From an optimization exercise on the open Yosys and OpenROAD flow, aimed at small area and a short achievable clock period; shortcuts taken in it are not production practice. RTL that was checked went through simulation tests only; none was proved equivalent to the original. The RTL of run 1 was laid out without a check of its function. Power and IR drop assume default switching activity.

==> flow/design.v (outline; a module is shown in full before it is edited, if it fits) <==
// module fir_filter: 896 lines
// module fir_fa: 6 lines
// module fir_pg: 6 lines
module fir_filter (clk, reset, x, y);
  // ...
==> flow/flow/run.sh <==
#!/bin/bash
set -euo pipefail
MARGIN=5.4
sed "s/\"\\\${@:-finish}\"/SETUP_SLACK_MARGIN=$MARGIN \"\${@:-finish}\"/" standard.sh > standard_tight.sh
grep -q "SETUP_SLACK_MARGIN=$MARGIN" standard_tight.sh
bash standard_tight.sh > make_finish.log 2>&1
==> flow/standard.sh <==
#!/bin/bash
# synth_recipe.tcl (not shown) runs the flow's synth.tcl, then flattens the netlist and writes it again
# the make line also repeats each setting of config.mk as NAME=value (left out here)
make -C /OpenROAD-flow-scripts/flow DESIGN_CONFIG=/design/flow/config.mk WORK_HOME=/design/flow/orfs CLKGATE_MAP_FILE= SYNTH_SCRIPT=/design/flow/synth_recipe.tcl "${@:-finish}"
==> flow/config.mk <==
export PLATFORM = sky130hd
export DESIGN_NAME = fir_filter
export DESIGN_NICKNAME = fir_filter
export VERILOG_FILES = /design/flow/design.v
export SDC_FILE = /design/flow/constraint.sdc
export NUM_CORES = 4
export LEC_CHECK = 0
export ABC_CLOCK_PERIOD_IN_PS = 2500
export CAP_MARGIN = 20
export CORE_MARGIN = 2
export CORE_UTILIZATION = 40
export CTS_BUF_LIST = sky130_fd_sc_hd__clkbuf_4 sky130_fd_sc_hd__clkbuf_8
export CTS_CLUSTER_DIAMETER = 50
export CTS_CLUSTER_SIZE = 16
export SETUP_SLACK_MARGIN = 5.0
export SLEW_MARGIN = 20
export SYNTH_HIERARCHICAL = 1
export SYNTH_MINIMUM_KEEP_SIZE = 0
==> flow/constraint.sdc <==
create_clock -name core_clock -period 8.0 [get_ports {clk}]
set_input_delay 1.6000 -clock core_clock [delete_from_list [all_inputs] [get_ports {clk}]]
set_output_delay 1.6000 -clock core_clock [all_outputs]
set_load 0.01 [all_outputs]
==> flow_summary.yaml, run 1 <==
outcome:
  status: "no timing/DRC/antenna violations"
setup_path:
  start_kind: "flop"
  crit_buf_inv: 3
  critPathRequiredTime_ns: 8.54
  cp_slowest_cell: "fa_2"
  r2r_start: "q1[15]"
  r2r_end: "y_reg[29]"
  critPathKind: "flop to flop"
cells_and_area:
  nClkBuffers: 54
  largest_class: "sequential cells"
  buffers: 95
timing:
  rsz0062_at_grt: "yes"
  period_minus_slack_ns: 3.038
  fin_crit_sh: 0.3798
  setup-tns-final_ns: 0
  setup_ws_ns: 4.962
cts:
  cts_resized: 191
  cts_buffer_depth: 3
flow_run:
  drv_cap: 0
worst_hold_path:
  hold_depth: 0
  whs_endpoint: "q1[0]"
grt:
  grt_pass1_wl_um: 58930
  antenna_found_initial: 0
power:
  p_seq_frac: 0.310
  power_switching_mw: 3.583
  swShare: 0.3773
  pwr-share-clk: 0.168
  comb_cell_power_mw: 4.96
detailed_routing:
  drc: 0
  m1WireLength_um: 16460
  dr_wl_met2_um: 16260
  topRoutingLayerUsed: "met4"
  dr_wl_met3_um: 1459
floorplan:
  rows: 81
  initial_utilization: 0.4051
placed_design:
  place_area_um2: 21390
  place_ws_ns: 4.303
yosys:
  synth_top_family_by_area: "adder cells"
  syn-num-nets: 1554
  ys_seq_area_frac: 0.5175
  yosysWarnings: 7
  synth_area_per_cell_um2: 18.32
==> inputs of run 2 (changes only) <==
--- a/flow/design.v
+++ b/flow/design.v
@@ -873,20 +873,20 @@
   wire y_dG49 = y_d_g[24] | (y_d_p[24] & y_dG27);
   wire y_dG50 = y_d_g[26] | (y_d_p[26] & y_dG36);
   wire y_dG51 = y_d_g[28] | (y_d_p[28] & y_dG30);
   wire y_dG52 = y_d_g[30] | (y_d_p[30] & y_dG37);
   wire [31:0] y_d = {y_d_p[31] ^ y_dG52, y_d_p[30] ^ y_dG37, y_d_p[29] ^ y_dG51, y_d_p[28] ^ y_dG30, y_d_p[27] ^ y_dG50, y_d_p[26] ^ y_dG36, y_d_p[25] ^ y_dG49, y_d_p[24] ^ y_dG27, y_d_p[23] ^ y_dG48, y_d_p[22] ^ y_dG35, y_d_p[21] ^ y_dG47, y_d_p[20] ^ y_dG29, y_d_p[19] ^ y_dG46, y_d_p[18] ^ y_dG34, y_d_p[17] ^ y_dG45, y_d_p[16] ^ y_dG26, y_d_p[15] ^ y_dG44, y_d_p[14] ^ y_dG33, y_d_p[13] ^ y_dG43, y_d_p[12] ^ y_dG28, y_d_p[11] ^ y_dG42, y_d_p[10] ^ y_dG32, y_d_p[9] ^ y_dG41, y_d_p[8] ^ y_dG23, y_d_p[7] ^ y_dG40, y_d_p[6] ^ y_dG31, y_d_p[5] ^ y_dG39, y_d_p[4] ^ y_dG16, y_d_p[3] ^ y_dG38, y_d_p[2] ^ y_dG1, y_d_p[1] ^ y_d_g[0], y_d_p[0]};
   always @(posedge clk or posedge reset) begin
     if (reset) begin
       h0 <= 32'd0; h1 <= 32'd0; h2 <= 32'd0; h3 <= 32'd0; h4 <= 32'd0; h5 <= 32'd0; h6 <= 32'd0; h7 <= 32'd0;
-      r0 <= 32'h00000006;
-      r1 <= 32'h00000000;
-      q0 <= 32'h00000004;
-      q1 <= 32'h00000000;
+      r0 <= 32'h00000012;
+      r1 <= 32'hfffffff4;
+      q0 <= 32'h00000014;
+      q1 <= 32'hfffffff0;
       y_reg <= 32'd0;
     end else begin
       h0 <= x; h1 <= h0; h2 <= h1; h3 <= h2; h4 <= h3; h5 <= h4; h6 <= h5; h7 <= h6;
       r0 <= r0_d;
       r1 <= r1_d;
       q0 <= q0_d;
       q1 <= q1_d;
       y_reg <= y_d;
==> flow/run.sh (new file) <==
#!/bin/bash
# synth_recipe.tcl (not shown) runs the flow's synth.tcl, then flattens the netlist and writes it again
# the make line also repeats each setting of config.mk as NAME=value (left out here)
make -C /OpenROAD-flow-scripts/flow DESIGN_CONFIG=/design/flow/config.mk WORK_HOME=/design/flow/orfs CLKGATE_MAP_FILE= SYNTH_SCRIPT=/design/flow/synth_recipe.tcl finish
removed: flow/flow/run.sh
removed: flow/standard.sh
==> flow_summary.yaml, run 2 <==
outcome:
  status: "no timing/DRC/antenna violations"
setup_path:
  crit_chain: "fa_1 > ha_4 > and4_4 > nor4b_4 > a211oi_2 > o21ai_4 > buf_12 > a31oi_4 > buf_12 > inv_1 > ha_1 > nor2_2 > xnor2_2"
  critPathKind: "flop to flop"
  crit_buf_inv: 3
  critPathMaxFanout: 4
  cp_common_cell: "buf_12"
  cp_slowest_cell: "dfstp_2"
  start_kind: "flop"
  r2r_slack_ns: 5.01
  crit_arrival_ns: 3.52
  worstRegToRegCells: 13
  cpPeakStageDelay_ns: 0.54
  r2r_end: "y_reg[25]"
  end_kind: "flop"
  critPathRequiredTime_ns: 8.53
  cp-startpoint: "q1[15]"
  cpLargestDelayFamily: "adder cells"
  r2r_start: "q1[15]"
power:
  ir_drop_v: 0.0001754
  finalPower_mw: 9.076
  leakagePower_nw: 9.834
  p_per_area_nw_per_um2: 397.1
grt:
  grt-ovfl-total: 0
  grt_pass1_wl_um: 57700
  antenna_found_initial: 0
  grt_pass1_vias: 10512
  grt_usage: 0.1479
  grt_max_degree: 196
cts:
  postCtsHoldBufs: 0
  clock_sinks: 409
  cts_max_level: 2
  cts_tree: "built"
  cts_buffers: 42
  root_buffer: "clkbuf_8"
  cts_buffer_depth: 3
  path_clk_slew_ns: 0.09
  clkLatencyLatePin_ns: 0.62
placed_design:
  dp.cells: 1814
  place_ws_ns: 4.468
  io_buffers: 65
  place_area_um2: 21390
  hpwl_um: 25300
  gp_congestion: 0.7471
yosys:
  synth_top_area_cell: "dfrtp_1"
  yosysUniqueCellTypes: 34
  synth-seq-cells: 409
  synth_area_leaders: "dfrtp_1 44%, fa_1 39%, dfstp_2 8.1%"
  syn_area_um2: 19860
  syn-num-nets: 1554
  ys_seq_area_frac: 0.5192
  synth_area_per_cell_um2: 18.39
  ys.flop_type: "dfrtp_1"
  synth_edf_count: 0
  yosysWarnings: 7
  synthTopCellsByCount: "387 x fa_1, 348 x dfrtp_1, 135 x inv_1"
  ys_async_sr_fraction: 1.000
  synthCells: 1080
  synth_top_cell_area_share: 0.4385
  synth.most_common_cell: "fa_1"
cells_and_area:
  layout_common_cells: "387 x fa_1, 347 x dfrtp_1, 133 x inv_1, 61 x dfstp_2, 47 x clkbuf_8"
  nFillCells: 4161
  fin_nets: 1688
  areaGrowthSynthToFinish_pct: 15.08
  fin_cells: 1911
  final_common_cell: "fa_1"
  layout-drive-gt1-share: 0.1700
  antennaDiodeCount: 0
  design_area_um2: 22850
detailed_routing:
  totalWireLength_um: 33700
  drc: 0
  topRoutingLayerUsed: "met4"
  dr_wl_met2_um: 16380
  antenna_left: 0
  m1WireLength_um: 15550
  vias: 8383
  wl_per_cell_um: 17.64
  vias_per_cell: 4.387
  first_pass_iters: 4
  drt_iter0_drc: 421
  dr_wl_met3_um: 1119
timing:
  setup_viol: 0
  timing.fmax_ghz: 0.3346
  slew_headroom: 0.4378
  period_minus_slack_ns: 2.988
  finalHoldViolations: 0
  setup_ws_ns: 5.012
  finClkSkew_ns: 0.03715
  fin_crit_sh: 0.3735
  maxSlewViolCount: 0
  setup-tns-final_ns: 0
  worst_pin_slew_ns: 0.8432
  rsz0062_at_grt: "yes"
floorplan:
  initial_utilization: 0.4057
  die_w_um: 226.8
  die_area_um2: 51450
  ios: 66
  rows: 81
  die_height_um: 226.8
  core_area_um2: 48950
worst_hold_path:
  hp-class: "flop to flop"
  hold_depth: 0
  whs_endpoint: "q1[0]"
  hp-start: "r0[0]"
flow_run:
  drv_cap: 0
==> run 2: per-layer routing <==
layer	vias up	GRT usage
li1	3543	-
met1	4693	0.2175
met2	94	0.2275
met3	53	0.02864
met4	0	0.04011
met5	-	0
==> run 2: metrics by stage <==
| stage | hold WS, ns | utilization |
|---|---|---|
| 4_1_cts | 0.3538 | 0.4623 |
| 2_1_floorplan | 0.3312 | - |
| 5_1_grt | 0.3615 | 0.4669 |
| 3_3_place_gp | 0.3317 | 0.4371 |
| 6_report | 0.3515 | 0.4669 |
| 3_5_place_dp | 0.3347 | 0.4371 |
==> run 2: how the worst max path moves through the flow <==
stage / to / slack [ns] / cells after the start
5_1_grt: y_reg[27] / 4.90 / 13
4_1_cts: y_reg[25] / 4.98 / 11
2_1_floorplan: h0[10] / 0.94 / 1
3_5_place_dp: y_reg[20] / 4.47 / 4
6_report: y_reg[25] / 5.01 / 13
3_3_place_gp: y_reg[20] / 4.48 / 4
==> run 2: repair_timing <==
| action | in CTS | in global routing |
|---|---|---|
| gates resized for setup | 68 | 16 |
| setup buffers | 8 | 9 |
| cloned | 0 | 1 |
| pin swaps | 17 | 23 |
| setup endpoints to repair | 49 | 103 |
==> run 2: logic make-up after synthesis <==
kind of cell,share of synthesized area
AOI/OAI and AO/OA,0.01411
xor gates and xnor gates,0.006616
adders and majority gates,0.4235
buffers and inverters,0.02552
DFF,0.5192
other,0.0001888
and+or+nand+nor,0.01084
==> run 2: cell type report <==
| type | count | area (um2) | area share |
|---|---|---|---|
| Multi-Input combinational cell | 536 | 9323 | 0.4079 |
| Sequential cell | 409 | 10310 | 0.4512 |
| Tap cell | 664 | 830.8 | 0.03635 |
| Inverter | 135 | 510.5 | 0.02234 |
| Timing Repair Buffer | 90 | 897.1 | 0.03925 |
| Clock buffer | 51 | 676.9 | 0.02962 |
| Clock inverter | 26 | 304.0 | 0.01330 |
==> run 2: power breakdown <==
part	switching, mW	internal [mW]
combinational	2.30	2.21
clock	0.796	0.725
sequential	0.273	2.78
==> run 2: modules after synthesis (local to each module, per instance) <==
module	cell area, um2	flops+latches	cells
fir_pg	400.4	0	32
fir_fa	20.02	0	1
fir_filter	11710	409	661

-- separate check: timing with driven ports --
Ports are ideal in the flow. The routed layouts listed here were re-timed in OpenROAD.
Step 1: set_driving_cell puts a clkbuf_16 on clk and a buf_2 on each other input, an assumption about the parent block.
Step 2, shift: input delay + t, output delay - t, t = (earliest + latest rising clock arrival at the registers) / 2. This alone moves slack from input paths to output paths.
Slacks: no drivers / after step 1 / after step 2; pairs: no drivers / after step 1.
run	t, ns	setup WS [ns]	hold WS [ns]	clock arrival spread, ns
run 1	0.667	4.962 / 4.962 / 4.764	0.353 / 0.353 / 0.353	0.040 / 0.040
run 2	0.652	5.012 / 5.012 / 4.676	0.352 / 0.352 / 0.352	0.040 / 0.040
After both steps every run listed still meets setup and hold. The setup slack of run 2, which loses most, moves by 0.000 ns with the drivers and by -0.336 ns with both steps. Setup slack includes reset recovery checks.
